Background: an optimization exercise with open tools, aiming at small area and a short achievable clock period. Do not read the settings as production practice. Only simulation tests tie the RTL to the original design; equivalence was not proved. Power is estimated from default activity; no workload was simulated.

job 5790:
// top
module top (
    clk_in,
    rst_in,
    data_in,
    load_weight_in,
    in_valid_in,
    pop_in,
    sum_out
);
clock: 13.0 ns
lec_check: 0
cap_margin: 20
core_margin: 2
core_utilization: 40
slew_margin: 20
synth_hierarchical: 1
standard.sh (not shown) runs the stock make flow with config.mk's settings and CLKGATE_MAP_FILE= SYNTH_SCRIPT=/design/flow/synth_recipe.tcl, a recipe that flattens the netlist after the stock synthesis.
==> flow/flow/run.sh <==
#!/bin/bash
# Layout: the standard ORFS flow (standard.sh) with these changes to how
# the layout is made; the SDC (clock period, I/O delays, loads) is the standard flow's.
#  - repair_timing aims for extra setup slack, so the achieved period shrinks,
#    and may swap cells across footprints;
#  - the clock tree uses larger sink clusters and no dummy loads;
#  - the port buffers are buf_4 cells.
# ORFS's own logs are in orfs/logs; make's output is in orfs_make.log.
set -euo pipefail
bash standard.sh \
    SETUP_SLACK_MARGIN=8.5 \
    MATCH_CELL_FOOTPRINT=0 \
    BUFFER_PORTS_ARGS="-buffer_cell sky130_fd_sc_hd__buf_4" \
    CTS_ARGS="-sink_clustering_enable -repair_clock_nets -dont_use_dummy_load -sink_clustering_size 25 -sink_clustering_max_diameter 110" \
    finish > orfs_make.log 2>&1
Per the final summary, job 5790 finished and its layout is clean on timing, DRC and antenna.
Changes in job 2626 relative to job 5790:
Settings: TNS_END_PERCENT: unset -> 30.
diff --git a/flow/flow/run.sh b/flow/flow/run.sh
--- a/flow/flow/run.sh
+++ b/flow/flow/run.sh
@@ -9,7 +9,7 @@
 set -euo pipefail
 bash standard.sh \
-    SETUP_SLACK_MARGIN=8.5 \
+    SETUP_SLACK_MARGIN=9.0 \
     MATCH_CELL_FOOTPRINT=0 \
     BUFFER_PORTS_ARGS="-buffer_cell sky130_fd_sc_hd__buf_4" \
-    CTS_ARGS="-sink_clustering_enable -repair_clock_nets -dont_use_dummy_load -sink_clustering_size 25 -sink_clustering_max_diameter 110" \
+    CTS_ARGS="-sink_clustering_enable -repair_clock_nets -dont_use_dummy_load -sink_clustering_size 22 -sink_clustering_max_diameter 105" \
     finish > orfs_make.log 2>&1
--- outcome ---
[job 2626 vs job 5790] number of standard cells in the final layout excluding fillers: higher in job 2626. The standard cells in job 2626 occupy more silicon area than those in job 5790 do. Delta (job 2626 minus job 5790): accumulated negative setup slack comparable, layout buffering overhead excluding clock cells now larger.
[inputs] job 5120 vs job 2626
Settings: clearing TNS_END_PERCENT, which used to be 30.
diff --git a/flow/flow/run.sh b/flow/flow/run.sh
--- a/flow/flow/run.sh
+++ b/flow/flow/run.sh
@@ -9,7 +9,7 @@
 set -euo pipefail
 bash standard.sh \
-    SETUP_SLACK_MARGIN=9.0 \
+    SETUP_SLACK_MARGIN=8.0 \
     MATCH_CELL_FOOTPRINT=0 \
     BUFFER_PORTS_ARGS="-buffer_cell sky130_fd_sc_hd__buf_4" \
-    CTS_ARGS="-sink_clustering_enable -repair_clock_nets -dont_use_dummy_load -sink_clustering_size 22 -sink_clustering_max_diameter 105" \
+    CTS_ARGS="-sink_clustering_enable -repair_clock_nets -dont_use_dummy_load -sink_clustering_size 20 -sink_clustering_max_diameter 100" \
     finish > orfs_make.log 2>&1
Notes after the runs:
- Worst slew margin relative to its limit ends up higher on job 2626.
- When job 5120 is measured against job 2626, its logic gate share of total power turns out 2.1 points lower.
- Taking job 2626 as the reference, in job 5120 global routing usage summed across all routing layers lost 0.85 points, switching power moved down, synthesized cell count closely matched the old numbers, total of fill cells in the finished design up 1033, count of buffers not belonging to the clock network in the layout lower.
- Job 5120 ended up with a higher proportion of power drawn by the clock network than job 2626 did.
- Portion of the clock cycle consumed by the worst path in the final layout in job 5120 is 4.6 points higher than in job 2626
- Max wire length across job 2626 and job 5120: job 2626
- Relative to job 2626, the combinational-cell power consumption of job 5120 is lower by about 14%.
Edits applied to the flow inputs when going from job 5120 to job 1514:
Settings: putting TNS_END_PERCENT at 10 where nothing was set.
diff --git a/flow/flow/run.sh b/flow/flow/run.sh
--- a/flow/flow/run.sh
+++ b/flow/flow/run.sh
@@ -9,7 +9,7 @@
 set -euo pipefail
 bash standard.sh \
-    SETUP_SLACK_MARGIN=8.0 \
+    SETUP_SLACK_MARGIN=9.0 \
     MATCH_CELL_FOOTPRINT=0 \
     BUFFER_PORTS_ARGS="-buffer_cell sky130_fd_sc_hd__buf_4" \
-    CTS_ARGS="-sink_clustering_enable -repair_clock_nets -dont_use_dummy_load -sink_clustering_size 20 -sink_clustering_max_diameter 100" \
+    CTS_ARGS="-sink_clustering_enable -repair_clock_nets -dont_use_dummy_load -sink_clustering_size 22 -sink_clustering_max_diameter 105" \
     finish > orfs_make.log 2>&1
## What came out
On job 1514: utilization is 1.4 points higher than what job 5120 gave. Summary: shortest period the worst path allows, job 1514 better than job 5120. Job 1514 vs job 5120: routed wire length up.

[what the ideal ports hide]
Ports are ideal in the flow. The routed layouts listed here were re-timed in OpenROAD. Step 1 (the two cells are an assumption about what drives the block):
set clk [get_ports {clk_in}]
set_driving_cell -lib_cell sky130_fd_sc_hd__clkbuf_16 $clk
set_driving_cell -lib_cell sky130_fd_sc_hd__buf_2 [delete_from_list [all_inputs] $clk]
Step 2 times the ports against the registers' clock, not the clock port: input delays grow and output delays shrink by t, the midpoint of the rising clock arrivals with the driver on. a / b / c = no drivers / after step 1 / after step 2; a / b = the first two.
run | shift t [ns] | setup WS [ns] | worst setup path after step 2
job 5790 | 1.105 | 8.409 / 8.451 / 7.400 | input to register
job 2626 | 1.109 | 8.522 / 8.294 / 7.185 | input to register
job 5120 | 1.114 | 7.929 / 7.929 / 6.945 | input to register
job 1514 | 1.095 | 8.568 / 8.328 / 7.232 | input to register
After both steps setup and hold are still met in every run listed. For job 2626, which loses most, drivers alone change the setup slack by -0.228 ns; drivers and shift together by -1.337 ns.
